What follows belongs to an exercise in optimizing a design on an open flow for small area and a short achievable clock period; a production flow would make more cautious choices. The RTL of this run was laid out without a check of its function. No activity file was given, so power comes from the tool's default toggle rates.

**design/flow/design.v**
```verilog
module FPM(A, B, SUM, clk);
  input [31:0] A, B;
  input clk;
  output [31:0] SUM;
  wire       s0_sgn = A[31] ^ B[31];
  wire [7:0] s0_exp = A[30:23] + B[30:23] + 8'h81;
  wire n1 = A[1] & A[0];
  wire n2 = A[1] ^ A[0];
  wire n3 = A[2] & A[1];
  wire n4 = A[2] ^ A[1];
  wire n5 = A[3] & A[2];
  wire n6 = A[3] ^ A[2];
  wire n7 = A[4] & A[3];
  wire n8 = A[4] ^ A[3];
  wire n9 = A[5] & A[4];
  wire n10 = A[5] ^ A[4];
  wire n11 = A[6] & A[5];
  wire n12 = A[6] ^ A[5];
  wire n13 = A[7] & A[6];
  wire n14 = A[7] ^ A[6];
  wire n15 = A[8] & A[7];
  wire n16 = A[8] ^ A[7];
  wire n17 = A[9] & A[8];
  wire n18 = A[9] ^ A[8];
  wire n19 = A[10] & A[9];
  wire n20 = A[10] ^ A[9];
  wire n21 = A[11] & A[10];
  wire n22 = A[11] ^ A[10];
  wire n23 = A[12] & A[11];
  wire n24 = A[12] ^ A[11];
  wire n25 = A[13] & A[12];
  wire n26 = A[13] ^ A[12];
  wire n27 = A[14] & A[13];
  wire n28 = A[14] ^ A[13];
  wire n29 = A[15] & A[14];
  wire n30 = A[15] ^ A[14];
  wire n31 = A[16] & A[15];
  wire n32 = A[16] ^ A[15];
  wire n33 = A[17] & A[16];
  wire n34 = A[17] ^ A[16];
  wire n35 = A[18] & A[17];
  wire n36 = A[18] ^ A[17];
  wire n37 = A[19] & A[18];
  wire n38 = A[19] ^ A[18];
  wire n39 = A[20] & A[19];
  wire n40 = A[20] ^ A[19];
  wire n41 = A[21] & A[20];
  wire n42 = A[21] ^ A[20];
  wire n43 = A[22] & A[21];
  wire n44 = A[22] ^ A[21];
  wire n45 = 1'b1 & A[22];
  wire n46 = 1'b1 ^ A[22];
  wire n47;
  fpm_ao an47 (n1, n2, 1'b0, n47);
  wire n48;
  fpm_ao an48 (n5, n6, n3, n48);
  wire n49 = n6 & n4;
  wire n50;
  fpm_ao an50 (n9, n10, n7, n50);
  wire n51 = n10 & n8;
  wire n52;
  fpm_ao an52 (n13, n14, n11, n52);
  wire n53 = n14 & n12;
  wire n54;
  fpm_ao an54 (n17, n18, n15, n54);
  wire n55 = n18 & n16;
  wire n56;
  fpm_ao an56 (n21, n22, n19, n56);
  wire n57 = n22 & n20;
  wire n58;
  fpm_ao an58 (n25, n26, n23, n58);
  wire n59 = n26 & n24;
  wire n60;
  fpm_ao an60 (n29, n30, n27, n60);
  wire n61 = n30 & n28;
  wire n62;
  fpm_ao an62 (n33, n34, n31, n62);
  wire n63 = n34 & n32;
  wire n64;
  fpm_ao an64 (n37, n38, n35, n64);
  wire n65 = n38 & n36;
  wire n66;
  fpm_ao an66 (n41, n42, n39, n66);
  wire n67 = n42 & n40;
  wire n68;
  fpm_ao an68 (n45, n46, n43, n68);
  wire n69 = n46 & n44;
  wire n70;
  fpm_ao an70 (1'b0, 1'b0, 1'b0, n70);
  wire n71 = 1'b0 & 1'b1;
  wire n72;
  fpm_ao an72 (n3, n4, n47, n72);
  wire n73;
  fpm_ao an73 (n48, n49, n47, n73);
  wire n74;
  fpm_ao an74 (n11, n12, n50, n74);
  wire n75 = n12 & n51;
  wire n76;
  fpm_ao an76 (n52, n53, n50, n76);
  wire n77 = n53 & n51;
  wire n78;
  fpm_ao an78 (n19, n20, n54, n78);
  wire n79 = n20 & n55;
  wire n80;
  fpm_ao an80 (n56, n57, n54, n80);
  wire n81 = n57 & n55;
  wire n82;
  fpm_ao an82 (n27, n28, n58, n82);
  wire n83 = n28 & n59;
  wire n84;
  fpm_ao an84 (n60, n61, n58, n84);
  wire n85 = n61 & n59;
  wire n86;
  fpm_ao an86 (n35, n36, n62, n86);
  wire n87 = n36 & n63;
  wire n88;
  fpm_ao an88 (n64, n65, n62, n88);
  wire n89 = n65 & n63;
  wire n90;
  fpm_ao an90 (n43, n44, n66, n90);
  wire n91 = n44 & n67;
  wire n92;
  fpm_ao an92 (n68, n69, n66, n92);
  wire n93 = n69 & n67;
  wire n94;
  fpm_ao an94 (n7, n8, n73, n94);
  wire n95;
  fpm_ao an95 (n50, n51, n73, n95);
  wire n96;
  fpm_ao an96 (n74, n75, n73, n96);
  wire n97;
  fpm_ao an97 (n76, n77, n73, n97);
  wire n98;
  fpm_ao an98 (n23, n24, n80, n98);
  wire n99 = n24 & n81;
  wire n100;
  fpm_ao an100 (n58, n59, n80, n100);
  wire n101 = n59 & n81;
  wire n102;
  fpm_ao an102 (n82, n83, n80, n102);
  wire n103 = n83 & n81;
  wire n104;
  fpm_ao an104 (n84, n85, n80, n104);
  wire n105 = n85 & n81;
  wire n106;
  fpm_ao an106 (n39, n40, n88, n106);
  wire n107 = n40 & n89;
  wire n108;
  fpm_ao an108 (n66, n67, n88, n108);
  wire n109 = n67 & n89;
  wire n110;
  fpm_ao an110 (n90, n91, n88, n110);
  wire n111 = n91 & n89;
  wire n112;
  fpm_ao an112 (n92, n93, n88, n112);
  wire n113 = n93 & n89;
  wire n114;
  fpm_ao an114 (n15, n16, n97, n114);
  wire n115;
  fpm_ao an115 (n54, n55, n97, n115);
  wire n116;
  fpm_ao an116 (n78, n79, n97, n116);
  wire n117;
  fpm_ao an117 (n80, n81, n97, n117);
  wire n118;
  fpm_ao an118 (n98, n99, n97, n118);
  wire n119;
  fpm_ao an119 (n100, n101, n97, n119);
  wire n120;
  fpm_ao an120 (n102, n103, n97, n120);
  wire n121;
  fpm_ao an121 (n104, n105, n97, n121);
  wire n122;
  fpm_ao an122 (1'b0, 1'b1, n112, n122);
  wire n123 = 1'b1 & n113;
  wire n124;
  fpm_ao an124 (n70, n71, n112, n124);
  wire n125 = n71 & n113;
  wire n126;
  fpm_ao an126 (n31, n32, n121, n126);
  wire n127;
  fpm_ao an127 (n62, n63, n121, n127);
  wire n128;
  fpm_ao an128 (n86, n87, n121, n128);
  wire n129;
  fpm_ao an129 (n88, n89, n121, n129);
  wire n130;
  fpm_ao an130 (n106, n107, n121, n130);
  wire n131;
  fpm_ao an131 (n108, n109, n121, n131);
  wire n132;
  fpm_ao an132 (n110, n111, n121, n132);
  wire n133;
  fpm_ao an133 (n112, n113, n121, n133);
  wire n134;
  fpm_ao an134 (n122, n123, n121, n134);
  wire n135;
  fpm_ao an135 (n124, n125, n121, n135);
  wire [25:0] s0_t3 = {(1'b0 ^ n134), (1'b1 ^ n133), (n46 ^ n132), (n44 ^ n131), (n42 ^ n130), (n40 ^ n129), (n38 ^ n128), (n36 ^ n127), (n34 ^ n126), (n32 ^ n121), (n30 ^ n120), (n28 ^ n119), (n26 ^ n118), (n24 ^ n117), (n22 ^ n116), (n20 ^ n115), (n18 ^ n114), (n16 ^ n97), (n14 ^ n96), (n12 ^ n95), (n10 ^ n94), (n8 ^ n73), (n6 ^ n72), (n4 ^ n47), (n2 ^ 1'b0), A[0]};
  wire [24:0] q = {1'b1, B[22:0], 1'b0};
  wire [7:0] s0_m1, s0_m2, s0_m3, s0_m4, s0_neg;
  genvar gi, gj;
  generate for (gi = 0; gi < 8; gi = gi + 1) begin : enc
    wire [3:0] g = q[3*gi+3:3*gi];
    assign s0_neg[gi] = g[3] & ~(g[2] & g[1] & g[0]);
    assign s0_m1[gi] = (g == 4'b0001) | (g == 4'b0010) | (g == 4'b1101) | (g == 4'b1110);
    assign s0_m2[gi] = (g == 4'b0011) | (g == 4'b0100) | (g == 4'b1011) | (g == 4'b1100);
    assign s0_m3[gi] = (g == 4'b0101) | (g == 4'b0110) | (g == 4'b1001) | (g == 4'b1010);
    assign s0_m4[gi] = (g == 4'b0111) | (g == 4'b1000);
  end endgenerate
  reg [22:0] r1_a;
  reg [25:1] r1_t3;
  reg [7:0]  r1_m1, r1_m2, r1_m3, r1_m4, r1_neg;
  reg        r1_sgn;
  reg [7:0]  r1_exp;
  always @(posedge clk) begin
    r1_a <= A[22:0]; r1_t3 <= s0_t3[25:1];
    r1_m1 <= s0_m1; r1_m2 <= s0_m2; r1_m3 <= s0_m3; r1_m4 <= s0_m4; r1_neg <= s0_neg;
    r1_sgn <= s0_sgn; r1_exp <= s0_exp;
  end
  wire [27:0] m1x = {3'b001, r1_a[22:0], 2'b00};      
  wire [25:0] m3x = {r1_t3, r1_a[0]};                   
  wire [25:0] pp [0:7];
  generate for (gi = 0; gi < 8; gi = gi + 1) begin : rw
    for (gj = 0; gj < 26; gj = gj + 1) begin : cl
      assign pp[gi][gj] = ((r1_m1[gi] & m1x[gj+2]) | (r1_m2[gi] & m1x[gj+1]) |
                           (r1_m3[gi] & m3x[gj]) | (r1_m4[gi] & m1x[gj])) ^ r1_neg[gi];
    end
  end endgenerate
  wire n136 = ~r1_neg[0];
  wire n137 = ~r1_neg[1];
  wire n138 = ~r1_neg[2];
  wire n139 = ~r1_neg[3];
  wire n140 = ~r1_neg[4];
  wire n141 = ~r1_neg[5];
  wire n142 = ~r1_neg[6];
  wire n143 = ~r1_neg[7];
  wire n144 = ~r1_neg[0];
  wire n145 = ~r1_neg[0];
  wire n146 = ~r1_neg[0];
  wire n147, n148;
  fpm_x3 xn147 (r1_neg[1], pp[0][3], pp[1][0], n147);
  fpm_mj mn148 (r1_neg[1], pp[0][3], pp[1][0], n148);
  wire n149, n150;
  fpm_x3 xn149 (r1_neg[2], pp[0][6], pp[1][3], n149);
  fpm_mj mn150 (r1_neg[2], pp[0][6], pp[1][3], n150);
  wire n151, n152;
  fpm_x3 xn151 (pp[0][7], pp[1][4], pp[2][1], n151);
  fpm_mj mn152 (pp[0][7], pp[1][4], pp[2][1], n152);
  wire n153, n154;
  fpm_x3 xn153 (pp[0][8], pp[1][5], pp[2][2], n153);
  fpm_mj mn154 (pp[0][8], pp[1][5], pp[2][2], n154);
  wire n155, n156;
  fpm_x3 xn155 (r1_neg[3], pp[0][9], pp[1][6], n155);
  fpm_mj mn156 (r1_neg[3], pp[0][9], pp[1][6], n156);
  wire n157, n158;
  fpm_x3 xn157 (pp[0][10], pp[1][7], pp[2][4], n157);
  fpm_mj mn158 (pp[0][10], pp[1][7], pp[2][4], n158);
  wire n159, n160;
  fpm_x3 xn159 (pp[0][11], pp[1][8], pp[2][5], n159);
  fpm_mj mn160 (pp[0][11], pp[1][8], pp[2][5], n160);
  wire n161, n162;
  fpm_x3 xn161 (r1_neg[4], pp[0][12], pp[1][9], n161);
  fpm_mj mn162 (r1_neg[4], pp[0][12], pp[1][9], n162);
  wire n163, n164;
  fpm_x3 xn163 (pp[2][6], pp[3][3], pp[4][0], n163);
  fpm_mj mn164 (pp[2][6], pp[3][3], pp[4][0], n164);
  wire n165, n166;
  fpm_x3 xn165 (pp[0][13], pp[1][10], pp[2][7], n165);
  fpm_mj mn166 (pp[0][13], pp[1][10], pp[2][7], n166);
  wire n167, n168;
  fpm_x3 xn167 (pp[0][14], pp[1][11], pp[2][8], n167);
  fpm_mj mn168 (pp[0][14], pp[1][11], pp[2][8], n168);
  wire n169, n170;
  fpm_x3 xn169 (r1_neg[5], pp[0][15], pp[1][12], n169);
  fpm_mj mn170 (r1_neg[5], pp[0][15], pp[1][12], n170);
  wire n171, n172;
  fpm_x3 xn171 (pp[2][9], pp[3][6], pp[4][3], n171);
  fpm_mj mn172 (pp[2][9], pp[3][6], pp[4][3], n172);
  wire n173, n174;
  fpm_x3 xn173 (pp[0][16], pp[1][13], pp[2][10], n173);
  fpm_mj mn174 (pp[0][16], pp[1][13], pp[2][10], n174);
  wire n175, n176;
  fpm_x3 xn175 (pp[3][7], pp[4][4], pp[5][1], n175);
  fpm_mj mn176 (pp[3][7], pp[4][4], pp[5][1], n176);
  wire n177, n178;
  fpm_x3 xn177 (pp[0][17], pp[1][14], pp[2][11], n177);
  fpm_mj mn178 (pp[0][17], pp[1][14], pp[2][11], n178);
  wire n179, n180;
  fpm_x3 xn179 (pp[3][8], pp[4][5], pp[5][2], n179);
  fpm_mj mn180 (pp[3][8], pp[4][5], pp[5][2], n180);
  wire n181, n182;
  fpm_x3 xn181 (r1_neg[6], pp[0][18], pp[1][15], n181);
  fpm_mj mn182 (r1_neg[6], pp[0][18], pp[1][15], n182);
  wire n183, n184;
  fpm_x3 xn183 (pp[2][12], pp[3][9], pp[4][6], n183);
  fpm_mj mn184 (pp[2][12], pp[3][9], pp[4][6], n184);
  wire n185, n186;
  fpm_x3 xn185 (pp[0][19], pp[1][16], pp[2][13], n185);
  fpm_mj mn186 (pp[0][19], pp[1][16], pp[2][13], n186);
  wire n187, n188;
  fpm_x3 xn187 (pp[3][10], pp[4][7], pp[5][4], n187);
  fpm_mj mn188 (pp[3][10], pp[4][7], pp[5][4], n188);
  wire n189, n190;
  fpm_x3 xn189 (pp[0][20], pp[1][17], pp[2][14], n189);
  fpm_mj mn190 (pp[0][20], pp[1][17], pp[2][14], n190);
  wire n191, n192;
  fpm_x3 xn191 (pp[3][11], pp[4][8], pp[5][5], n191);
  fpm_mj mn192 (pp[3][11], pp[4][8], pp[5][5], n192);
  wire n193, n194;
  fpm_x3 xn193 (r1_neg[7], pp[0][21], pp[1][18], n193);
  fpm_mj mn194 (r1_neg[7], pp[0][21], pp[1][18], n194);
  wire n195, n196;
  fpm_x3 xn195 (pp[2][15], pp[3][12], pp[4][9], n195);
  fpm_mj mn196 (pp[2][15], pp[3][12], pp[4][9], n196);
  wire n197, n198;
  fpm_x3 xn197 (pp[5][6], pp[6][3], pp[7][0], n197);
  fpm_mj mn198 (pp[5][6], pp[6][3], pp[7][0], n198);
  wire n199, n200;
  fpm_x3 xn199 (pp[0][22], pp[1][19], pp[2][16], n199);
  fpm_mj mn200 (pp[0][22], pp[1][19], pp[2][16], n200);
  wire n201, n202;
  fpm_x3 xn201 (pp[3][13], pp[4][10], pp[5][7], n201);
  fpm_mj mn202 (pp[3][13], pp[4][10], pp[5][7], n202);
  wire n203, n204;
  fpm_ha hn203 (pp[6][4], pp[7][1], n203, n204);
  wire n205, n206;
  fpm_x3 xn205 (pp[0][23], pp[1][20], pp[2][17], n205);
  fpm_mj mn206 (pp[0][23], pp[1][20], pp[2][17], n206);
  wire n207, n208;
  fpm_x3 xn207 (pp[3][14], pp[4][11], pp[5][8], n207);
  fpm_mj mn208 (pp[3][14], pp[4][11], pp[5][8], n208);
  wire n209, n210;
  fpm_ha hn209 (pp[6][5], pp[7][2], n209, n210);
  wire n211, n212;
  fpm_x3 xn211 (r1_a[0], pp[0][24], pp[1][21], n211);
  fpm_mj mn212 (r1_a[0], pp[0][24], pp[1][21], n212);
  wire n213, n214;
  fpm_x3 xn213 (pp[2][18], pp[3][15], pp[4][12], n213);
  fpm_mj mn214 (pp[2][18], pp[3][15], pp[4][12], n214);
  wire n215, n216;
  fpm_x3 xn215 (pp[5][9], pp[6][6], pp[7][3], n215);
  fpm_mj mn216 (pp[5][9], pp[6][6], pp[7][3], n216);
  wire n217, n218;
  fpm_x3 xn217 (r1_a[1], pp[0][25], pp[1][22], n217);
  fpm_mj mn218 (r1_a[1], pp[0][25], pp[1][22], n218);
  wire n219, n220;
  fpm_x3 xn219 (pp[2][19], pp[3][16], pp[4][13], n219);
  fpm_mj mn220 (pp[2][19], pp[3][16], pp[4][13], n220);
  wire n221, n222;
  fpm_x3 xn221 (pp[5][10], pp[6][7], pp[7][4], n221);
  fpm_mj mn222 (pp[5][10], pp[6][7], pp[7][4], n222);
  wire n223, n224;
  fpm_x3 xn223 (r1_a[2], r1_neg[0], pp[1][23], n223);
  fpm_mj mn224 (r1_a[2], r1_neg[0], pp[1][23], n224);
  wire n225, n226;
  fpm_x3 xn225 (pp[2][20], pp[3][17], pp[4][14], n225);
  fpm_mj mn226 (pp[2][20], pp[3][17], pp[4][14], n226);
  wire n227, n228;
  fpm_x3 xn227 (pp[5][11], pp[6][8], pp[7][5], n227);
  fpm_mj mn228 (pp[5][11], pp[6][8], pp[7][5], n228);
  wire n229, n230;
  fpm_x3 xn229 (r1_a[3], r1_neg[0], pp[1][24], n229);
  fpm_mj mn230 (r1_a[3], r1_neg[0], pp[1][24], n230);
  wire n231, n232;
  fpm_x3 xn231 (pp[2][21], pp[3][18], pp[4][15], n231);
  fpm_mj mn232 (pp[2][21], pp[3][18], pp[4][15], n232);
  wire n233, n234;
  fpm_x3 xn233 (pp[5][12], pp[6][9], pp[7][6], n233);
  fpm_mj mn234 (pp[5][12], pp[6][9], pp[7][6], n234);
  wire n235, n236;
  fpm_x3 xn235 (r1_a[4], r1_neg[0], pp[1][25], n235);
  fpm_mj mn236 (r1_a[4], r1_neg[0], pp[1][25], n236);
  wire n237, n238;
  fpm_x3 xn237 (pp[2][22], pp[3][19], pp[4][16], n237);
  fpm_mj mn238 (pp[2][22], pp[3][19], pp[4][16], n238);
  wire n239, n240;
  fpm_x3 xn239 (pp[5][13], pp[6][10], pp[7][7], n239);
  fpm_mj mn240 (pp[5][13], pp[6][10], pp[7][7], n240);
  wire n241, n242;
  fpm_fa un241 (r1_a[5], n137, n146, n241, n242);
  wire n243, n244;
  fpm_x3 xn243 (pp[2][23], pp[3][20], pp[4][17], n243);
  fpm_mj mn244 (pp[2][23], pp[3][20], pp[4][17], n244);
  wire n245, n246;
  fpm_x3 xn245 (pp[5][14], pp[6][11], pp[7][8], n245);
  fpm_mj mn246 (pp[5][14], pp[6][11], pp[7][8], n246);
  wire n247, n248;
  fpm_x3 xn247 (r1_a[6], 1'b1, pp[2][24], n247);
  fpm_mj mn248 (r1_a[6], 1'b1, pp[2][24], n248);
  wire n249, n250;
  fpm_x3 xn249 (pp[3][21], pp[4][18], pp[5][15], n249);
  fpm_mj mn250 (pp[3][21], pp[4][18], pp[5][15], n250);
  wire n251, n252;
  fpm_ha hn251 (pp[6][12], pp[7][9], n251, n252);
  wire n253, n254;
  fpm_x3 xn253 (r1_a[7], 1'b1, pp[2][25], n253);
  fpm_mj mn254 (r1_a[7], 1'b1, pp[2][25], n254);
  wire n255, n256;
  fpm_x3 xn255 (pp[3][22], pp[4][19], pp[5][16], n255);
  fpm_mj mn256 (pp[3][22], pp[4][19], pp[5][16], n256);
  wire n257, n258;
  fpm_ha hn257 (pp[6][13], pp[7][10], n257, n258);
  wire n259, n260;
  fpm_x3 xn259 (r1_a[8], n138, pp[3][23], n259);
  fpm_mj mn260 (r1_a[8], n138, pp[3][23], n260);
  wire n261, n262;
  fpm_x3 xn261 (pp[4][20], pp[5][17], pp[6][14], n261);
  fpm_mj mn262 (pp[4][20], pp[5][17], pp[6][14], n262);
  wire n263, n264;
  fpm_x3 xn263 (r1_a[9], 1'b1, pp[3][24], n263);
  fpm_mj mn264 (r1_a[9], 1'b1, pp[3][24], n264);
  wire n265, n266;
  fpm_x3 xn265 (pp[4][21], pp[5][18], pp[6][15], n265);
  fpm_mj mn266 (pp[4][21], pp[5][18], pp[6][15], n266);
  wire n267, n268;
  fpm_x3 xn267 (r1_a[10], 1'b1, pp[3][25], n267);
  fpm_mj mn268 (r1_a[10], 1'b1, pp[3][25], n268);
  wire n269, n270;
  fpm_x3 xn269 (pp[4][22], pp[5][19], pp[6][16], n269);
  fpm_mj mn270 (pp[4][22], pp[5][19], pp[6][16], n270);
  wire n271, n272;
  fpm_x3 xn271 (r1_a[11], n139, pp[4][23], n271);
  fpm_mj mn272 (r1_a[11], n139, pp[4][23], n272);
  wire n273, n274;
  fpm_x3 xn273 (pp[5][20], pp[6][17], pp[7][14], n273);
  fpm_mj mn274 (pp[5][20], pp[6][17], pp[7][14], n274);
  wire n275, n276;
  fpm_x3 xn275 (r1_a[12], 1'b1, pp[4][24], n275);
  fpm_mj mn276 (r1_a[12], 1'b1, pp[4][24], n276);
  wire n277, n278;
  fpm_x3 xn277 (pp[5][21], pp[6][18], pp[7][15], n277);
  fpm_mj mn278 (pp[5][21], pp[6][18], pp[7][15], n278);
  wire n279, n280;
  fpm_x3 xn279 (r1_a[13], 1'b1, pp[4][25], n279);
  fpm_mj mn280 (r1_a[13], 1'b1, pp[4][25], n280);
  wire n281, n282;
  fpm_x3 xn281 (pp[5][22], pp[6][19], pp[7][16], n281);
  fpm_mj mn282 (pp[5][22], pp[6][19], pp[7][16], n282);
  wire n283, n284;
  fpm_x3 xn283 (r1_a[14], n140, pp[5][23], n283);
  fpm_mj mn284 (r1_a[14], n140, pp[5][23], n284);
  wire n285, n286;
  fpm_x3 xn285 (r1_a[15], 1'b1, pp[5][24], n285);
  fpm_mj mn286 (r1_a[15], 1'b1, pp[5][24], n286);
  wire n287, n288;
  fpm_x3 xn287 (r1_a[16], 1'b1, pp[5][25], n287);
  fpm_mj mn288 (r1_a[16], 1'b1, pp[5][25], n288);
  wire n289, n290;
  fpm_x3 xn289 (r1_a[17], n141, pp[6][23], n289);
  fpm_mj mn290 (r1_a[17], n141, pp[6][23], n290);
  wire n291, n292;
  fpm_x3 xn291 (r1_a[18], 1'b1, pp[6][24], n291);
  fpm_mj mn292 (r1_a[18], 1'b1, pp[6][24], n292);
  wire n293, n294;
  fpm_x3 xn293 (r1_a[19], 1'b1, pp[6][25], n293);
  fpm_mj mn294 (r1_a[19], 1'b1, pp[6][25], n294);
  wire n295, n296;
  fpm_x3 xn295 (r1_a[20], n142, pp[7][23], n295);
  fpm_mj mn296 (r1_a[20], n142, pp[7][23], n296);
  wire n297, n298;
  fpm_x3 xn297 (r1_a[21], 1'b1, pp[7][24], n297);
  fpm_mj mn298 (r1_a[21], 1'b1, pp[7][24], n298);
  wire n299, n300;
  fpm_x3 xn299 (r1_a[22], 1'b1, pp[7][25], n299);
  fpm_mj mn300 (r1_a[22], 1'b1, pp[7][25], n300);
  wire n301, n302;
  fpm_ha hn301 (pp[3][4], pp[4][1], n301, n302);
  wire n303, n304;
  fpm_ha hn303 (pp[3][5], pp[4][2], n303, n304);
  wire n305, n306;
  fpm_ha hn305 (pp[5][3], pp[6][0], n305, n306);
  wire n307, n308;
  fpm_ha hn307 (pp[6][20], pp[7][17], n307, n308);
  wire n309, n310;
  fpm_ha hn309 (pp[6][21], pp[7][18], n309, n310);
  wire n311, n312;
  fpm_ha hn311 (pp[6][22], pp[7][19], n311, n312);
  reg [188:0] r2_m;
  reg        r2_sgn;
  reg [7:0]  r2_exp;
  always @(posedge clk) begin
    r2_m <= {n300, r1_neg[7], n299, n298, n297, n296, n295, n294, n293, n292, pp[7][22], n291, n290, pp[7][21], n289, n288, n312, pp[7][20], n287, n311, n286, n310, n285, n309, n284, n308, n283, n307, n282, n280, n281, n279, n278, n276, n277, n275, n274, n272, n273, n271, n270, n268, n269, n267, n266, n264, pp[7][13], n265, n263, n262, n260, pp[7][12], n261, n259, n256, n254, n258, pp[7][11], n255, n253, n257, n250, n248, n252, n249, n247, n251, n246, n244, n242, n245, n243, n240, n238, n236, n241, n239, n237, n235, n234, n232, n230, n233, n231, n229, n228, n226, n224, n227, n225, n223, n222, n220, n218, n221, n219, n217, n216, n214, n212, n215, n213, n211, n208, n206, n210, n207, n205, n209, n202, n200, n204, n201, n199, n203, n198, n196, n194, n197, n195, n193, n192, n190, n191, n189, n188, n186, pp[6][2], n187, n185, n184, n182, n306, pp[6][1], n183, n181, n305, n180, n178, n179, n177, n176, n174, n175, n173, n172, n170, n171, n169, n168, n304, pp[5][0], n167, n303, n166, n302, n165, n301, n164, n162, n163, n161, n160, n159, n158, pp[3][2], n157, n156, pp[3][1], n155, n154, pp[3][0], pp[2][3], n153, n152, n151, n150, n149, pp[2][0], pp[1][2], pp[0][5], n148, pp[1][1], pp[0][4], n147, pp[0][2], pp[0][1], pp[0][0], r1_neg[0]};
    r2_sgn <= r1_sgn; r2_exp <= r1_exp;
  end
  wire n313, n314;
  fpm_fa un313 (r2_m[5], r2_m[6], r2_m[7], n313, n314);
  wire n315, n316;
  fpm_fa un315 (r2_m[16], r2_m[17], r2_m[18], n315, n316);
  wire n317, n318;
  fpm_fa un317 (r2_m[20], r2_m[21], r2_m[22], n317, n318);
  wire n319, n320;
  fpm_fa un319 (r2_m[23], r2_m[24], r2_m[25], n319, n320);
  wire n321, n322;
  fpm_fa un321 (r2_m[26], r2_m[27], r2_m[28], n321, n322);
  wire n323, n324;
  fpm_fa un323 (r2_m[29], r2_m[30], r2_m[31], n323, n324);
  wire n325, n326;
  fpm_fa un325 (r2_m[33], r2_m[34], r2_m[35], n325, n326);
  wire n327, n328;
  fpm_fa un327 (r2_m[37], r2_m[38], r2_m[39], n327, n328);
  wire n329, n330;
  fpm_fa un329 (r2_m[42], r2_m[43], r2_m[44], n329, n330);
  wire n331, n332;
  fpm_fa un331 (r2_m[46], r2_m[47], r2_m[48], n331, n332);
  wire n333, n334;
  fpm_fa un333 (r2_m[50], r2_m[51], r2_m[52], n333, n334);
  wire n335, n336;
  fpm_fa un335 (r2_m[55], r2_m[56], r2_m[57], n335, n336);
  wire n337, n338;
  fpm_fa un337 (r2_m[58], r2_m[59], r2_m[60], n337, n338);
  wire n339, n340;
  fpm_fa un339 (r2_m[61], r2_m[62], r2_m[63], n339, n340);
  wire n341, n342;
  fpm_ha hn341 (r2_m[64], r2_m[65], n341, n342);
  wire n343, n344;
  fpm_fa un343 (r2_m[66], r2_m[67], r2_m[68], n343, n344);
  wire n345, n346;
  fpm_ha hn345 (r2_m[69], r2_m[70], n345, n346);
  wire n347, n348;
  fpm_fa un347 (r2_m[71], r2_m[72], r2_m[73], n347, n348);
  wire n349, n350;
  fpm_fa un349 (r2_m[74], r2_m[75], r2_m[76], n349, n350);
  wire n351, n352;
  fpm_fa un351 (r2_m[77], r2_m[78], r2_m[79], n351, n352);
  wire n353, n354;
  fpm_fa un353 (r2_m[80], r2_m[81], r2_m[82], n353, n354);
  wire n355, n356;
  fpm_fa un355 (r2_m[83], r2_m[84], r2_m[85], n355, n356);
  wire n357, n358;
  fpm_fa un357 (r2_m[86], r2_m[87], r2_m[88], n357, n358);
  wire n359, n360;
  fpm_fa un359 (r2_m[89], r2_m[90], r2_m[91], n359, n360);
  wire n361, n362;
  fpm_fa un361 (r2_m[92], r2_m[93], r2_m[94], n361, n362);
  wire n363, n364;
  fpm_fa un363 (r2_m[95], r2_m[96], r2_m[97], n363, n364);
  wire n365, n366;
  fpm_fa un365 (r2_m[98], r2_m[99], r2_m[100], n365, n366);
  wire n367, n368;
  fpm_fa un367 (r2_m[101], r2_m[102], r2_m[103], n367, n368);
  wire n369, n370;
  fpm_fa un369 (r2_m[104], r2_m[105], r2_m[106], n369, n370);
  wire n371, n372;
  fpm_fa un371 (r2_m[107], r2_m[108], r2_m[109], n371, n372);
  wire n373, n374;
  fpm_fa un373 (r2_m[110], r2_m[111], r2_m[112], n373, n374);
  wire n375, n376;
  fpm_fa un375 (r2_m[113], r2_m[114], r2_m[115], n375, n376);
  wire n377, n378;
  fpm_fa un377 (r2_m[116], r2_m[117], r2_m[118], n377, n378);
  wire n379, n380;
  fpm_fa un379 (r2_m[119], r2_m[120], r2_m[121], n379, n380);
  wire n381, n382;
  fpm_fa un381 (r2_m[122], r2_m[123], r2_m[124], n381, n382);
  wire n383, n384;
  fpm_fa un383 (r2_m[125], r2_m[126], r2_m[127], n383, n384);
  wire n385, n386;
  fpm_fa un385 (r2_m[128], r2_m[129], r2_m[130], n385, n386);
  wire n387, n388;
  fpm_fa un387 (r2_m[131], r2_m[132], r2_m[133], n387, n388);
  wire n389, n390;
  fpm_fa un389 (r2_m[134], r2_m[135], r2_m[136], n389, n390);
  wire n391, n392;
  fpm_fa un391 (r2_m[137], r2_m[138], r2_m[139], n391, n392);
  wire n393, n394;
  fpm_ha hn393 (r2_m[140], r2_m[141], n393, n394);
  wire n395, n396;
  fpm_fa un395 (r2_m[142], r2_m[143], r2_m[144], n395, n396);
  wire n397, n398;
  fpm_ha hn397 (r2_m[145], r2_m[146], n397, n398);
  wire n399, n400;
  fpm_fa un399 (r2_m[147], r2_m[148], r2_m[149], n399, n400);
  wire n401, n402;
  fpm_fa un401 (r2_m[151], r2_m[152], r2_m[153], n401, n402);
  wire n403, n404;
  fpm_fa un403 (r2_m[155], r2_m[156], r2_m[157], n403, n404);
  wire n405, n406;
  fpm_fa un405 (r2_m[159], r2_m[160], r2_m[161], n405, n406);
  wire n407, n408;
  fpm_fa un407 (r2_m[163], r2_m[164], r2_m[165], n407, n408);
  wire n409, n410;
  fpm_fa un409 (r2_m[167], r2_m[168], r2_m[169], n409, n410);
  wire n411, n412;
  fpm_fa un411 (r2_m[171], r2_m[172], r2_m[173], n411, n412);
  wire n413, n414;
  fpm_fa un413 (r2_m[175], r2_m[176], r2_m[177], n413, n414);
  wire n415, n416;
  fpm_fa un415 (r2_m[178], r2_m[179], r2_m[180], n415, n416);
  wire n417, n418;
  fpm_fa un417 (r2_m[8], r2_m[9], n314, n417, n418);
  wire n419, n420;
  fpm_fa un419 (r2_m[32], n322, n323, n419, n420);
  wire n421, n422;
  fpm_fa un421 (r2_m[36], n324, n325, n421, n422);
  wire n423, n424;
  fpm_fa un423 (r2_m[40], r2_m[41], n326, n423, n424);
  wire n425, n426;
  fpm_fa un425 (r2_m[45], n328, n329, n425, n426);
  wire n427, n428;
  fpm_fa un427 (r2_m[49], n330, n331, n427, n428);
  wire n429, n430;
  fpm_fa un429 (r2_m[53], r2_m[54], n332, n429, n430);
  wire n431, n432;
  fpm_fa un431 (n334, n335, n337, n431, n432);
  wire n433, n434;
  fpm_fa un433 (n341, n336, n338, n433, n434);
  wire n435, n436;
  fpm_fa un435 (n342, n345, n340, n435, n436);
  wire n437, n438;
  fpm_fa un437 (n346, n344, n347, n437, n438);
  wire n439, n440;
  fpm_fa un439 (n348, n350, n351, n439, n440);
  wire n441, n442;
  fpm_fa un441 (n352, n354, n355, n441, n442);
  wire n443, n444;
  fpm_fa un443 (n356, n358, n359, n443, n444);
  wire n445, n446;
  fpm_fa un445 (n360, n362, n363, n445, n446);
  wire n447, n448;
  fpm_fa un447 (n364, n366, n367, n447, n448);
  wire n449, n450;
  fpm_fa un449 (n368, n370, n371, n449, n450);
  wire n451, n452;
  fpm_fa un451 (n372, n374, n375, n451, n452);
  wire n453, n454;
  fpm_fa un453 (n376, n378, n379, n453, n454);
  wire n455, n456;
  fpm_fa un455 (n380, n382, n383, n455, n456);
  wire n457, n458;
  fpm_fa un457 (n384, n386, n387, n457, n458);
  wire n459, n460;
  fpm_fa un459 (n393, n388, n390, n459, n460);
  wire n461, n462;
  fpm_fa un461 (n394, n397, n392, n461, n462);
  wire n463, n464;
  fpm_fa un463 (r2_m[150], n398, n396, n463, n464);
  wire n465, n466;
  fpm_fa un465 (r2_m[154], n400, n401, n465, n466);
  wire n467, n468;
  fpm_fa un467 (r2_m[158], n402, n403, n467, n468);
  wire n469, n470;
  fpm_fa un469 (r2_m[162], n404, n405, n469, n470);
  wire n471, n472;
  fpm_fa un471 (r2_m[166], n406, n407, n471, n472);
  wire n473, n474;
  fpm_fa un473 (r2_m[170], n408, n409, n473, n474);
  wire n475, n476;
  fpm_fa un475 (r2_m[174], n410, n411, n475, n476);
  wire n477, n478;
  fpm_fa un477 (r2_m[181], r2_m[182], n416, n477, n478);
  wire n479, n480;
  fpm_fa un479 (r2_m[10], r2_m[11], n418, n479, n480);
  wire n481, n482;
  fpm_ha hn481 (r2_m[12], r2_m[13], n481, n482);
  wire n483, n484;
  fpm_ha hn483 (r2_m[14], r2_m[15], n483, n484);
  wire n485, n486;
  fpm_ha hn485 (r2_m[19], n315, n485, n486);
  wire n487, n488;
  fpm_ha hn487 (n316, n317, n487, n488);
  wire n489, n490;
  fpm_ha hn489 (n318, n319, n489, n490);
  wire n491, n492;
  fpm_ha hn491 (n320, n321, n491, n492);
  wire n493, n494;
  fpm_fa un493 (n327, n423, n422, n493, n494);
  wire n495, n496;
  fpm_ha hn495 (n424, n425, n495, n496);
  wire n497, n498;
  fpm_ha hn497 (n426, n427, n497, n498);
  wire n499, n500;
  fpm_fa un499 (n333, n429, n428, n499, n500);
  wire n501, n502;
  fpm_ha hn501 (n430, n431, n501, n502);
  wire n503, n504;
  fpm_fa un503 (n339, n433, n432, n503, n504);
  wire n505, n506;
  fpm_fa un505 (n343, n434, n435, n505, n506);
  wire n507, n508;
  fpm_x3 xn507 (n349, n436, n437, n507);
  fpm_mj mn508 (n349, n436, n437, n508);
  wire n509, n510;
  fpm_x3 xn509 (n353, n438, n439, n509);
  fpm_mj mn510 (n353, n438, n439, n510);
  wire n511, n512;
  fpm_x3 xn511 (n357, n440, n441, n511);
  fpm_mj mn512 (n357, n440, n441, n512);
  wire n513, n514;
  fpm_x3 xn513 (n361, n442, n443, n513);
  fpm_mj mn514 (n361, n442, n443, n514);
  wire n515, n516;
  fpm_x3 xn515 (n365, n444, n445, n515);
  fpm_mj mn516 (n365, n444, n445, n516);
  wire n517, n518;
  fpm_x3 xn517 (n369, n446, n447, n517);
  fpm_mj mn518 (n369, n446, n447, n518);
  wire n519, n520;
  fpm_x3 xn519 (n373, n448, n449, n519);
  fpm_mj mn520 (n373, n448, n449, n520);
  wire n521, n522;
  fpm_x3 xn521 (n377, n450, n451, n521);
  fpm_mj mn522 (n377, n450, n451, n522);
  wire n523, n524;
  fpm_x3 xn523 (n381, n452, n453, n523);
  fpm_mj mn524 (n381, n452, n453, n524);
  wire n525, n526;
  fpm_x3 xn525 (n385, n454, n455, n525);
  fpm_mj mn526 (n385, n454, n455, n526);
  wire n527, n528;
  fpm_x3 xn527 (n389, n456, n457, n527);
  fpm_mj mn528 (n389, n456, n457, n528);
  wire n529, n530;
  fpm_fa un529 (n391, n459, n458, n529, n530);
  wire n531, n532;
  fpm_fa un531 (n395, n460, n461, n531, n532);
  wire n533, n534;
  fpm_fa un533 (n399, n462, n463, n533, n534);
  wire n535, n536;
  fpm_ha hn535 (n464, n465, n535, n536);
  wire n537, n538;
  fpm_ha hn537 (n466, n467, n537, n538);
  wire n539, n540;
  fpm_ha hn539 (n468, n469, n539, n540);
  wire n541, n542;
  fpm_ha hn541 (n470, n471, n541, n542);
  wire n543, n544;
  fpm_ha hn543 (n472, n473, n543, n544);
  wire n545, n546;
  fpm_ha hn545 (n474, n475, n545, n546);
  wire n547, n548;
  fpm_fa un547 (n412, n413, n476, n547, n548);
  wire n549, n550;
  fpm_ha hn549 (n414, n415, n549, n550);
  wire n551, n552;
  fpm_fa un551 (r2_m[183], r2_m[184], n478, n551, n552);
  wire n553, n554;
  fpm_ha hn553 (r2_m[185], r2_m[186], n553, n554);
  wire n555, n556;
  fpm_ha hn555 (r2_m[187], r2_m[188], n555, n556);
  wire n557 = r2_m[0] & r2_m[1];
  wire n558 = r2_m[0] | r2_m[1];
  wire n559 = 1'b0 | (r2_m[2] & n557);
  wire n561 = 1'b0 | (r2_m[4] & 1'b0);
  wire n562 = r2_m[4] & r2_m[3];
  wire n563 = n561 | (n562 & n559);
  wire n565 = n313 & n563;
  wire n566 = n313 | n563;
  wire n567 = 1'b0 | (n417 & n565);
  reg [81:0] r3_m;
  reg        r3_sgn;
  reg [7:0]  r3_exp;
  always @(posedge clk) begin
    r3_m <= {n555, n554, n552, n553, n551, n477, n550, n548, n549, n547, n546, n545, n544, n543, n542, n541, n540, n539, n538, n537, n536, n534, n535, n533, n532, n531, n530, n529, n528, n527, n526, n525, n524, n523, n522, n521, n520, n519, n518, n517, n516, n515, n514, n513, n512, n511, n510, n509, n508, n507, n506, n505, n504, n503, n502, n500, n501, n499, n498, n497, n496, n494, n495, n493, n421, n420, n419, n492, n491, n490, n489, n488, n487, n486, n485, n484, n483, n482, n480, n481, n567, n479};
    r3_sgn <= r2_sgn; r3_exp <= r2_exp;
  end
  wire [47:0] n569 = {r3_m[80], r3_m[78], r3_m[77], r3_m[75], r3_m[73], r3_m[71], r3_m[69], r3_m[67], r3_m[65], r3_m[63], r3_m[61], r3_m[59], r3_m[57], r3_m[55], r3_m[53], r3_m[51], r3_m[49], r3_m[47], r3_m[45], r3_m[43], r3_m[41], r3_m[39], r3_m[37], r3_m[35], r3_m[33], r3_m[31], r3_m[29], r3_m[27], r3_m[25], r3_m[23], r3_m[21], r3_m[19], r3_m[18], r3_m[16], r3_m[14], r3_m[12], r3_m[10], r3_m[8], r3_m[6], r3_m[4], r3_m[2], r3_m[0], 1'b0, 1'b0, 1'b0, 1'b0, 1'b0, 1'b0};
  wire [47:0] n570 = {r3_m[81], r3_m[79], 1'b0, r3_m[76], r3_m[74], r3_m[72], r3_m[70], r3_m[68], r3_m[66], r3_m[64], r3_m[62], r3_m[60], r3_m[58], r3_m[56], r3_m[54], r3_m[52], r3_m[50], r3_m[48], r3_m[46], r3_m[44], r3_m[42], r3_m[40], r3_m[38], r3_m[36], r3_m[34], r3_m[32], r3_m[30], r3_m[28], r3_m[26], r3_m[24], r3_m[22], r3_m[20], 1'b0, r3_m[17], r3_m[15], r3_m[13], r3_m[11], r3_m[9], r3_m[7], r3_m[5], r3_m[3], r3_m[1], 1'b0, 1'b0, 1'b0, 1'b0, 1'b0, 1'b0};
  wire [1:0] n571 = {1'b0, n569[6:6]} + {1'b0, n570[6:6]};
  wire [8:0] n572 = {1'b0, n569[14:7]} + {1'b0, n570[14:7]};
  wire [8:0] n573 = {1'b0, n569[22:15]} + {1'b0, n570[22:15]};
  wire [6:0] n574 = {1'b0, n569[28:23]} + {1'b0, n570[28:23]};
  wire [6:0] n575 = {1'b0, n569[34:29]} + {1'b0, n570[34:29]};
  wire [6:0] n576 = {1'b0, n569[40:35]} + {1'b0, n570[40:35]};
  wire [7:0] n577 = {1'b0, n569[47:41]} + {1'b0, n570[47:41]};
  reg r4_lg0;
  reg r4_lg1;
  reg r4_lp1;
  reg r4_lg2;
  reg r4_lp2;
  reg [5:0] r4_us0;
  reg r4_ug0;
  reg r4_up0;
  reg [5:0] r4_us1;
  reg r4_ug1;
  reg r4_up1;
  reg [5:0] r4_us2;
  reg r4_ug2;
  reg r4_up2;
  reg [6:0] r4_us3;
  reg r4_ug3;
  reg r4_up3;
  reg        r4_sgn;
  reg [7:0]  r4_exp;
  always @(posedge clk) begin
    r4_lg0 <= n571[1];
    r4_lg1 <= n572[8];
    r4_lp1 <= &(n569[14:7] | n570[14:7]);
    r4_lg2 <= n573[8];
    r4_lp2 <= &(n569[22:15] | n570[22:15]);
    r4_us0 <= n574[5:0];
    r4_ug0 <= n574[6];
    r4_up0 <= &(n569[28:23] | n570[28:23]);
    r4_us1 <= n575[5:0];
    r4_ug1 <= n575[6];
    r4_up1 <= &(n569[34:29] | n570[34:29]);
    r4_us2 <= n576[5:0];
    r4_ug2 <= n576[6];
    r4_up2 <= &(n569[40:35] | n570[40:35]);
    r4_us3 <= n577[6:0];
    r4_ug3 <= n577[7];
    r4_up3 <= &(n569[47:41] | n570[47:41]);
    r4_sgn <= r3_sgn; r4_exp <= r3_exp;
  end
  wire n578 = r4_lg1 | (r4_lp1 & r4_lg0);
  wire n579 = r4_lg2 | (r4_lp2 & n578);
  wire [5:0] n580;
  assign n580[0] = 1'b1;
  assign n580[1] = &r4_us0[0:0];
  assign n580[2] = &r4_us0[1:0];
  assign n580[3] = &r4_us0[2:0];
  assign n580[4] = &r4_us0[3:0];
  assign n580[5] = &r4_us0[4:0];
  wire [5:0] n581 = r4_us0 ^ ({6{n579}} & n580);
  wire n582 = r4_ug0 | (r4_up0 & n579);
  wire [5:0] n583;
  assign n583[0] = 1'b1;
  assign n583[1] = &r4_us1[0:0];
  assign n583[2] = &r4_us1[1:0];
  assign n583[3] = &r4_us1[2:0];
  assign n583[4] = &r4_us1[3:0];
  assign n583[5] = &r4_us1[4:0];
  wire [5:0] n584 = r4_us1 ^ ({6{n582}} & n583);
  wire n585 = r4_ug1 | (r4_up1 & n582);
  wire [5:0] n586;
  assign n586[0] = 1'b1;
  assign n586[1] = &r4_us2[0:0];
  assign n586[2] = &r4_us2[1:0];
  assign n586[3] = &r4_us2[2:0];
  assign n586[4] = &r4_us2[3:0];
  assign n586[5] = &r4_us2[4:0];
  wire [5:0] n587 = r4_us2 ^ ({6{n585}} & n586);
  wire n588 = r4_ug2 | (r4_up2 & n585);
  wire [6:0] n589;
  assign n589[0] = 1'b1;
  assign n589[1] = &r4_us3[0:0];
  assign n589[2] = &r4_us3[1:0];
  assign n589[3] = &r4_us3[2:0];
  assign n589[4] = &r4_us3[3:0];
  assign n589[5] = &r4_us3[4:0];
  assign n589[6] = &r4_us3[5:0];
  wire [6:0] n590 = r4_us3 ^ ({7{n588}} & n589);
  wire n591 = r4_ug3 | (r4_up3 & n588);
  wire [24:0] n592 = {n590, n587, n584, n581};
  reg [24:0] r5_p;
  reg        r5_sgn;
  reg [7:0]  r5_exp;
  always @(posedge clk) begin
    r5_p <= n592;
    r5_sgn <= r4_sgn; r5_exp <= r4_exp;
  end
  wire [31:0] n593 = {r5_sgn, r5_exp + {7'd0, r5_p[24]}, r5_p[24] ? r5_p[23:1] : r5_p[22:0]};
  reg [31:0] r6_o;
  always @(posedge clk) r6_o <= n593;
  reg [31:0] r7_o;
  always @(posedge clk) r7_o <= r6_o;
  reg [31:0] r8_o;
  always @(posedge clk) r8_o <= r7_o;
  reg [31:0] r9_o;
  always @(posedge clk) r9_o <= r8_o;
  reg [31:0] r10_o;
  always @(posedge clk) r10_o <= r9_o;
  assign SUM = r10_o;
endmodule
module fpm_fa(a, b, c, s, co);
  input a, b, c;
  output s, co;
  assign s = a ^ b ^ c;
  assign co = (a & b) | (a & c) | (b & c);
endmodule
module fpm_x3(a, b, c, s);
  input a, b, c;
  output s;
  assign s = a ^ b ^ c;
endmodule
module fpm_mj(a, b, c, co);
  input a, b, c;
  output co;
  assign co = (a & b) | (a & c) | (b & c);
endmodule
module fpm_ao(g, p, c, y);
  input g, p, c;
  output y;
  assign y = g | (p & c);
endmodule
module fpm_ha(a, b, s, co);
  input a, b;
  output s, co;
  assign s = a ^ b;
  assign co = a & b;
endmodule
```
**design/flow/flow/run.sh**
```bash
#!/bin/bash
# Layout: the standard ORFS flow (standard.sh, unchanged synthesis and
# steps), except that the buffers global placement puts on the input and
# output ports are plain buffers (buf_2, resized later as timing needs)
# instead of the delay cell buffer_ports picks by default.
set -euo pipefail
cd "$(dirname "$0")/.."
export BUFFER_PORTS_ARGS="-buffer_cell sky130_fd_sc_hd__buf_2"
bash standard.sh > standard_flow.log 2>&1
```
**design/flow/standard.sh**
```bash
#!/bin/bash
# synth_recipe.tcl (not shown) runs the flow's synth.tcl, then flattens the netlist and writes it again
# the make line also repeats each setting of config.mk as NAME=value (left out here)
make -C /OpenROAD-flow-scripts/flow DESIGN_CONFIG=/design/flow/config.mk WORK_HOME=/design/flow/orfs CLKGATE_MAP_FILE= SYNTH_SCRIPT=/design/flow/synth_recipe.tcl "${@:-finish}"
```
**design/flow/config.mk**
```make
export PLATFORM = sky130hd
export DESIGN_NAME = FPM
export DESIGN_NICKNAME = FPM
export VERILOG_FILES = /design/flow/design.v
export SDC_FILE = /design/flow/constraint.sdc
export NUM_CORES = 4
export LEC_CHECK = 0
export CAP_MARGIN = 20
export CORE_MARGIN = 2
export CORE_UTILIZATION = 55
export CTS_CLUSTER_DIAMETER = 100
export CTS_CLUSTER_SIZE = 32
export SETUP_SLACK_MARGIN = 1.05
export SLEW_MARGIN = 20
export SYNTH_HIERARCHICAL = 1
export SYNTH_MINIMUM_KEEP_SIZE = 0
```
**design/flow/constraint.sdc**
```tcl
create_clock -name core_clock -period 3.0 [get_ports {clk}]
set_input_delay 0.6000 -clock core_clock [delete_from_list [all_inputs] [get_ports {clk}]]
set_output_delay 0.6000 -clock core_clock [all_outputs]
set_load 0.01 [all_outputs]
```
==> impl_metrics.toml <==
[synthesis]
ys_ff_latch = 625
syn_area_per_cell_um2 = 12.6
yosysTopAreaCell = "dfxtp_1"
synth.distinct_cells = 51
yosys.area_share.simple = 0.0287
synth_xor_area_frac = 0.159
netlist_area_um2 = 28700
synth_top_area_frac = 0.436
synth_fa_ha_area_frac = 0.160
synth_top_family_by_area = "compound AO/OA/AOI/OAI gates"
synth_compound_area_frac = 0.166
synthArstFlopShare = 0
ys_warn_count = 7
synth_cells = 2285
muxShareOfSynthArea = 0.00902
synth_area_leaders = "dfxtp_1 (44%), xnor2_1 (7.8%), xor3_1 (6.9%)"
seq_area_frac_synth = 0.436
synth-main-ff-cell = "dfxtp_1"
synth-edff-count = 0

[pwr]
intPower_mw = 20.0
swShare = 0.331
p_sw_mw = 9.90
p_clk_frac = 0.140
p_seq_frac = 0.457
peakVddDrop_mv = 0.528
combPwrFrac = 0.402
power.density_nw_per_um2 = 952
p_leak_nw = 13.5

[sta]
max_freq_mhz = 518
fin_crit_ns = 1.93
tightest_slew_ns = 0.652
setup-tns-final_ns = 0
finalHoldViolCount = 0
maxSlewViolCount = 0
rsz0062_at_grt = "true"
setup_viol = 0
fin_crit_sh = 0.644
fin_worst_skew_ns = 0.0427
relSlewSlack = 0.565
fin_ws_ns = 1.07

[floorplanning]
initial_core_util = 0.558
pin_count = 97
rows = 83
die_x_um = 233
fp.dieArea_um2 = 54100
die_y_um = 233
coreArea_um2 = 51500

[layout]
mostFrequentLayoutCells = "dfxtp_1 (575), xnor2_1 (254), a22o_1 (168)"
multi_input_area_um2 = 15300
fin_area_um2 = 31400
fillers = 4251
postLayoutCoreUtil = 0.609
layout-drive-gt1-share = 0.234
ff_latch_area_um2 = 12600
layout_commonest_cell = "dfxtp_1"
layoutNonFillerInstCount = 3068
syn_to_final_growth_pct = 9.24
final_nets = 2681

[drt]
wl_um = 67200
num_vias = 17700
drt_first_pass_iters = 7
drcViolationCount = 0
ant_nets = 0
vias_per_cell = 5.76
post_drt_wl_per_cell_um = 21.9
drt_iter0_markers = 1135

[cts]
cts_tree = "built"
cts_hold_buf = 0
cts_buffers = 25
ctsLongestPathBuffers = 3
clock_latency_ns = 0.64
root_buffer = "clkbuf_16"
cts_max_level = 1
clock-sinks = 625
clkTransAtPathRegs_ns = 0.12

[place]
dp_slack_ns = 0.618
dp_cells = 3015
gp_congestion = 0.907
io_buffer_count = 96
placed_cell_area_um2 = 30200
hpwlAfterDp_um = 48800

[setup_path]
start_kind = "register"
arrival_ns = 2.43
crit_required_ns = 3.50
worst-r2r-cell-count = 5
setup.worst_path.end_class = "register"
criticalPathCategory = "register to register"
critPathMaxFanout = 24

[global_routing]
antenna_found_initial = 3
gr-total-overflow = 0
grt_pass1_wl_um = 104000
track_usage = 0.248
grt_pass1_vias = 17700
grt_max_degree = 33

[worst_hold_path]
hold_path.class = "input pin to register"
holdPathStages = 1

[run]
cap_violations = 0

[status]
status = "complete, no violations"
-- per-module statistics from Yosys, one instance, submodules excluded --
module	cell area [µm²]	flops+latches	cells
fpm_ao	7.51	0	1
fpm_x3	23.8	0	1
fpm_mj	11.3	0	1
FPM	23200	625	1943
fpm_fa	20.0	0	1
fpm_ha	12.5	0	1
-- layer usage --
metal	vias to the layer above	share of wire	routed length [µm]	global-route usage
li1	8251	-	-	-
met1	8635	0.46	30600	0.353
met2	640	0.44	29400	0.387
met3	141	0.076	5100	0.0450
met4	0	0.029	1960	0.0705
met5	-	0	0	0
-- cells by family (layout without fill, tap and decap cells) --
| logic type | after synthesis | after routing |
|---|---|---|
| and+or+nand+nor | 152 | 152 |
| buffers and inverters | 276 | 353 |
| AOI/OAI and AO/OA | 509 | 509 |
| DFF | 625 | 625 |
| xor gates and xnor gates | 379 | 379 |
| adders and majority gates | 319 | 319 |
| other | 2 | 28 |
| muxes | 23 | 23 |
-- worst max-delay path, stage by stage (launching register included) --
cell	delay, ns
dfxtp_1	0.32
buf_4	0.22
a22o_1	0.21
a221oi_1	0.25
xnor2_1	0.23
xor3_2	0.56
-- worst paths after layout --
| path | from | end | slack, ns |
|---|---|---|---|
| max | r1_m4[4] | r2_m[124] | 1.07 |
| max reg2reg | r1_m4[4] | r2_m[124] | 1.07 |
| min | A[0] | r1_a[0] | 0.07 |
| min reg2reg | r6_o[27] | r7_o[27] | 0.33 |
-- cell usage after synthesis (2+ instances only) --
cell type	number
xor3_1	83
and4_1	2
xnor2_1	257
dfxtp_1	625
buf_2	108
a22oi_1	8
nor3b_1	2
o21bai_1	8
nor2b_1	12
buf_1	9
xor2_1	39
a221oi_1	74
inv_1	99
nand3b_1	6
fa_1	95
nor3_1	8
maj3_2	83
nor2_1	19
mux2_2	23
a221oi_2	102
nand3_1	15
a21oi_1	36
a22o_1	168
and2_1	24
a21o_1	66
ha_1	141
buf_6	4
conb_1	2
nand4_1	5
o21ai_0	31
nand2_1	31
nor4_1	3
a222oi_1	8
clkbuf_1	55
or4_1	3
nand2b_1	2
and3_1	15
-- stage by stage --
stage | power (mW) | hold WS [ns]
6_report | 29.9 | 0.0702
5_1_grt | 32.1 | 0.0400
4_1_cts | 30.1 | 0.0397
3_5_place_dp | 25.8 | 0.312
3_3_place_gp | 25.5 | 0.310
2_1_floorplan | 22.2 | 0.310
-- sequential cells by signal, indices dropped and copies added (netlist names), 25 cells and up --
signal,flops
r8_o,32
r3_m,82
r6_o,32
r7_o,32
r2_m,189
r10_o,32
r9_o,32
r5_p,25
r1_t3,25
-- power by group through the flow --
stage	Combinational, mW	Sequential [mW]	Clock (mW)
floorplan	9.19	13.1	0
global placement	11.7	13.8	0
detailed placement	11.9	13.9	0
CTS	12.1	13.7	4.35
global route	13.5	14.0	4.63
finish	12.0	13.7	4.20
-- area by class of cell --
type                    count  share of cell area
diodes                      1           0.0000797
clock buffers              25              0.0199
clock inverters             9             0.00359
inverters                 100              0.0120
multi-input cells        1409               0.488
flip-flops and latches    625               0.402
well taps                 680              0.0271
repair buffers            219              0.0473
-- what timing repair did --
| item | CTS | global route |
|---|---|---|
| pin swaps | 8 | 19 |
| resized for setup | 47 | 56 |
| setup buffers | 0 | 18 |
| endpoints found under the setup margin | 91 | 39 |

[re-timing with driven ports]
No port has a modelled driver above. Below, the same layout with a new extraction and two added sets of constraints.
Step 1 sets driving cells, clkbuf_16 on the clock port and buf_2 on the other inputs (assumed; they add their load-dependent delay and slew).
Step 2, shift: input delay + t, output delay - t, t = (earliest + latest rising clock arrival at the registers) / 2. This alone moves slack from input paths to output paths.
Three values: ideal, step 1, step 2; two values: the first two.
t, ns: 0.673
slack for setup (ns): 1.069 / 1.069 / 0.636
hold slack, ns: 0.070 / 0.034 / 0.332
worst setup path after step 2: input to register
clock arrival spread, ns: 0.045 / 0.044
After both steps this run still meets setup and hold. For this run, drivers alone change the setup slack by 0.000 ns; drivers and shift together by -0.433 ns.
